From an optimization exercise on the open Yosys and OpenROAD flow, aimed at small area, a short achievable clock period and few clock cycles; shortcuts taken in it are not production practice. Only simulation tests tie the RTL to the original design; equivalence was not proved.

== build 56 ==
## sqrt
module sqrt
  #( parameter I_WIDTH = 16,
               F_WIDTH = 16)
  (input [I_WIDTH+F_WIDTH-1:0] N_in,
   output [I_WIDTH+F_WIDTH-1:0] out,
   input clk, rst, in_valid,
   output reg out_valid, ready
  );
  reg st_i, st_m, st_t, st_s, st_f;
  reg [31:0] N;
  reg        nsmall;            
  reg [24:0] X;
  reg [17:0] R_old;
  reg [31:0] ma;
  reg [12:0] mb_one, mb_two;    
  reg [11:0] mb_neg;
  reg [3:0] j;
  always @ (*) begin
    if      (N > 32'h4000_0000) j = 4'd15;
    else if (N > 32'h1000_0000) j = 4'd14;
    else if (N > 32'h0400_0000) j = 4'd13;
    else if (N > 32'h0100_0000) j = 4'd12;
    else if (N > 32'h0040_0000) j = 4'd11;
    else if (N > 32'h0010_0000) j = 4'd10;
    else if (N > 32'h0004_0000) j = 4'd9;
    else if (N > 32'h0001_0000) j = 4'd8;
    else if (N > 32'h0000_4000) j = 4'd7;
    else if (N > 32'h0000_1000) j = 4'd6;
    else if (N > 32'h0000_0400) j = 4'd5;
    else if (N > 32'h0000_0100) j = 4'd4;
    else if (N > 32'h0000_0040) j = 4'd3;
    else if (N > 32'h0000_0010) j = 4'd2;
    else if (N > 32'h0000_0004) j = 4'd1;
    else                        j = 4'd0;
  end
  wire [45:0] n_sh  = {N, 14'd0} >> {j, 1'b0};
  wire [17:0] R0    = 18'h3_0000 - n_sh[17:0];
  wire [23:0] x1_sh = {R0, 6'd0} >> j;
  wire [24:0] x0    = 25'h080_0000 >> j;
  wire [17:0] R      = ma[17:0];
  wire        cont   = (R <= R_old);
  assign out = ma;
  wire [47:0] prod;
  wire        same;
  mul32x25 mul (.a(ma), .one(mb_one), .two(mb_two), .neg(mb_neg), .m(st_m), .k({7'd0, X}),
                .p(prod), .eq(same));
  ...
Size in the first run: ~3500 cells after synthesis, about 150 flip-flops, about 69 I/O pins, ~31000 µm² of cells after synthesis.
clock: 30.0 ns
lec_check: 0
cap_margin: 50
core_margin: 2
core_utilization: 40
cts_cluster_diameter: 60
cts_cluster_size: 20
place_density: 0.6
slew_margin: 60
run.sh (not shown) runs the stock make flow with config.mk's settings and CLKGATE_MAP_FILE= SYNTH_SCRIPT=/design/flow/synth_recipe.tcl, a recipe that flattens the netlist after the stock synthesis.
Testbench counts of build 56, summed over its fixed seeds: cycles 34,118.
The inputs of build 43 differ from those of build 56 as listed below.
--- a/flow/design.v
+++ b/flow/design.v
@@ -36,17 +36,16 @@
   wire [45:0] n_sh  = {N, 14'd0} >> {j, 1'b0};
   wire [17:0] R0    = 18'h3_0000 - n_sh[17:0];
   wire [23:0] x1_sh = {R0, 6'd0} >> j;
   wire [24:0] x0    = 25'h080_0000 >> j;
   wire [17:0] R      = ma[17:0];
   wire        cont   = (R <= R_old);
+  wire        same   = (ma == {7'd0, X});
   assign out = ma;
   wire [47:0] prod;
-  wire        same;
-  mul32x25 mul (.a(ma), .one(mb_one), .two(mb_two), .neg(mb_neg), .m(st_m), .k({7'd0, X}),
-                .p(prod), .eq(same));
+  mul32x25 mul (.a(ma), .one(mb_one), .two(mb_two), .neg(mb_neg), .m(st_m), .p(prod));
   function [37:0] booth;
     input [24:0] v;
     input        n;
     reg [26:0] w;
     integer k;
     begin
@@ -58,28 +57,25 @@
           booth[26 + k] = n ? (~w[2*k+2] & (w[2*k+1] | w[2*k])) : (w[2*k+2] & ~(w[2*k+1] & w[2*k]));
       end
     end
   endfunction
   wire fin = ~(st_i | st_m | st_t | st_s);    
   wire acc = fin & in_valid;
-  wire a_prod  = (st_s & nsmall) | st_f;
-  wire a_t     = st_t & cont;           
+  wire a_prod  = (st_t & cont) | (st_s & ~same & nsmall) | st_f;
   wire a_nprod = st_m;
   wire nzero   = (N == 32'd0);
-  wire a_n     = (st_t & ~cont) | (st_s & ~nsmall) | (st_i & nzero);
-  wire b_prod  = (st_t & cont) | (st_s & ~nsmall);
+  wire a_n     = (st_t & ~cont) | (st_s & (same | ~nsmall)) | (st_i & nzero);
+  wire b_prod  = (st_t & cont) | (st_s & ~same & ~nsmall);
   wire b_h     = st_m;
-  wire b_x     = st_t & ~cont;
-  wire b_n     = st_s & nsmall;
+  wire b_x     = (st_t & ~cont) | (st_s & same);
+  wire b_n     = st_s & ~same & nsmall;
   wire [31:0] ma_early = ({32{a_n}} & N) | ({32{st_i & ~nzero}} & {8'd0, x1_sh});
-  wire [31:0] ma_t     = same ? N : prod[47:16];
-  wire [31:0] ma_next  = ({32{a_t}} & ma_t) | ({32{a_prod}} & prod[47:16])
-                       | ({32{a_nprod}} & {14'd0, prod[33:16]}) | ma_early;
+  wire [31:0] ma_next  = ({32{a_prod}} & prod[47:16]) | ({32{a_nprod}} & {14'd0, prod[33:16]}) | ma_early;
   wire [24:0] mb_early = ({25{b_h}} & {1'b0, X[24:1]}) | ({25{b_x}} & X) | ({25{b_n}} & N[24:0])
                        | ({25{st_i}} & {1'b0, x1_sh});
-  wire        b_neg    = st_s;              
+  wire        b_neg    = st_s & ~same;      
   wire [37:0] bd_early = booth(mb_early, b_neg);
   wire [37:0] bd_prod  = booth(prod[40:16], b_neg);
   wire [37:0] bd_next  = ({38{b_prod}} & bd_prod) | bd_early;
   always @ (posedge clk) begin
     ma     <= ma_next;
     mb_one <= bd_next[12:0];
@@ -98,14 +94,14 @@
   end
   reg ni, nm, nt, ns, nf;
   always @ (*) begin
     ni = 1'b0; nm = 1'b0; nt = 1'b0; ns = 1'b0; nf = 1'b0;
     if (st_i) begin if (nzero) nf = 1'b1; else ns = 1'b1; end
     if (st_m) nt = 1'b1;
-    if (st_t) begin if (cont && !same) ns = 1'b1; else nf = 1'b1; end
-    if (st_s) nm = 1'b1;
+    if (st_t) begin if (cont) ns = 1'b1; else nf = 1'b1; end
+    if (st_s) begin if (same) nf = 1'b1; else nm = 1'b1; end
     if (acc) ni = 1'b1;
   end
   always @ (posedge clk) begin
     if (rst) begin
       st_i <= 1'b0; st_m <= 1'b0; st_t <= 1'b0; st_s <= 1'b0; st_f <= 1'b0;
       ready     <= 1'b1;
@@ -114,13 +110,13 @@
       st_i <= ni; st_m <= nm; st_t <= nt; st_s <= ns; st_f <= nf;
       ready <= ~(ni | nm | nt | ns);
       out_valid <= st_f;
     end
   end
 endmodule
-module mul32x25(input [31:0] a, input [12:0] one, input [12:0] two, input [11:0] neg, input m, input [31:0] k, output [47:0] p, output eq);
+module mul32x25(input [31:0] a, input [12:0] one, input [12:0] two, input [11:0] neg, input m, output [47:0] p);
   wire one0 = one[0];
   wire two0 = two[0];
   wire neg0 = neg[0];
   wire [32:0] xa0 = {1'b0, a} ^ {33{neg0}};
   wire p1 = (one0 & xa0[0]) | (two0 & neg0);
   wire p2 = (one0 & xa0[1]) | (two0 & xa0[0]);
@@ -1603,10 +1599,7 @@
   wire cg127 = cg95 | (cp95 & cg112);
   wire cp127 = cp95 & cp112;
   wire cg128 = cg96 | (cp96 & cg112);
   wire cp128 = cp96 & cp112;
   wire [47:0] cy = {cg128, cg127, cg126, cg125, cg124, cg123, cg122, cg121, cg120, cg119, cg118, cg117, cg116, cg115, cg114, cg113, cg112, cg111, cg110, cg109, cg108, cg107, cg106, cg105, cg104, cg103, cg102, cg101, cg100, cg99, cg98, cg97, cg80, cg79, cg78, cg77, cg76, cg75, cg74, cg73, cg52, cg51, cg50, cg49, cg26, cg25, cg1, kg0[0]};
   assign p = kp0 ^ {cy[46:0], 1'b0};
-  wire [31:0] ez = kp0[47:16] ^ k;
-  wire [30:0] et = kg0[46:16] | (kp0[46:16] & ~k[30:0]);
-  assign eq = (ez[0] == cy[15]) & (ez[31:1] == et);
 endmodule
==> comparison <==
Build 43 did not stop at any stage, and its layout met the timing, design-rule and antenna checks.
The mapped cell area of build 43 was superior to that of build 56.
[compare] base=build 56 new=build 43: maximum clock rate shows no meaningful change; post-route core utilization shows no meaningful change; post-detailed-routing wire length shows a reduction of 3.8%.
Worst path arrival time sits higher in build 43 than in build 56.
Between build 43 and build 56, the difference in starting utilization of the core area is negligible.
Depth of the worst register-to-register path ended up 6.3% lower on build 43 than on build 56.
Testbench counts of build 43, summed over its fixed seeds: cycles 35,140.

re-timing with driven ports:
In the flow no input, the clock included, has a driving cell. The finished layouts below were timed again as built, in two steps. Step 1, drivers: a clkbuf_16 drives clk and a buf_2 each remaining input, both assumed. Step 2 adds t to the input delays and takes it off the output delays; t is the mean of the earliest and latest rising clock arrival at the registers after step 1. Input paths then give back, and output paths get back, about the clock's delay inside the block. Three values: ideal, step 1, step 2; two values: the first two.
| run | t (ns) | setup WS [ns] | hold slack, ns |
|---|---|---|---|
| build 56 | 0.499 | 21.752 / 21.700 / 21.808 | 0.575 / 0.575 / 0.575 |
| build 43 | 0.507 | 21.730 / 21.673 / 21.762 | 0.545 / 0.545 / 0.545 |
After both steps every run listed still meets setup and hold.
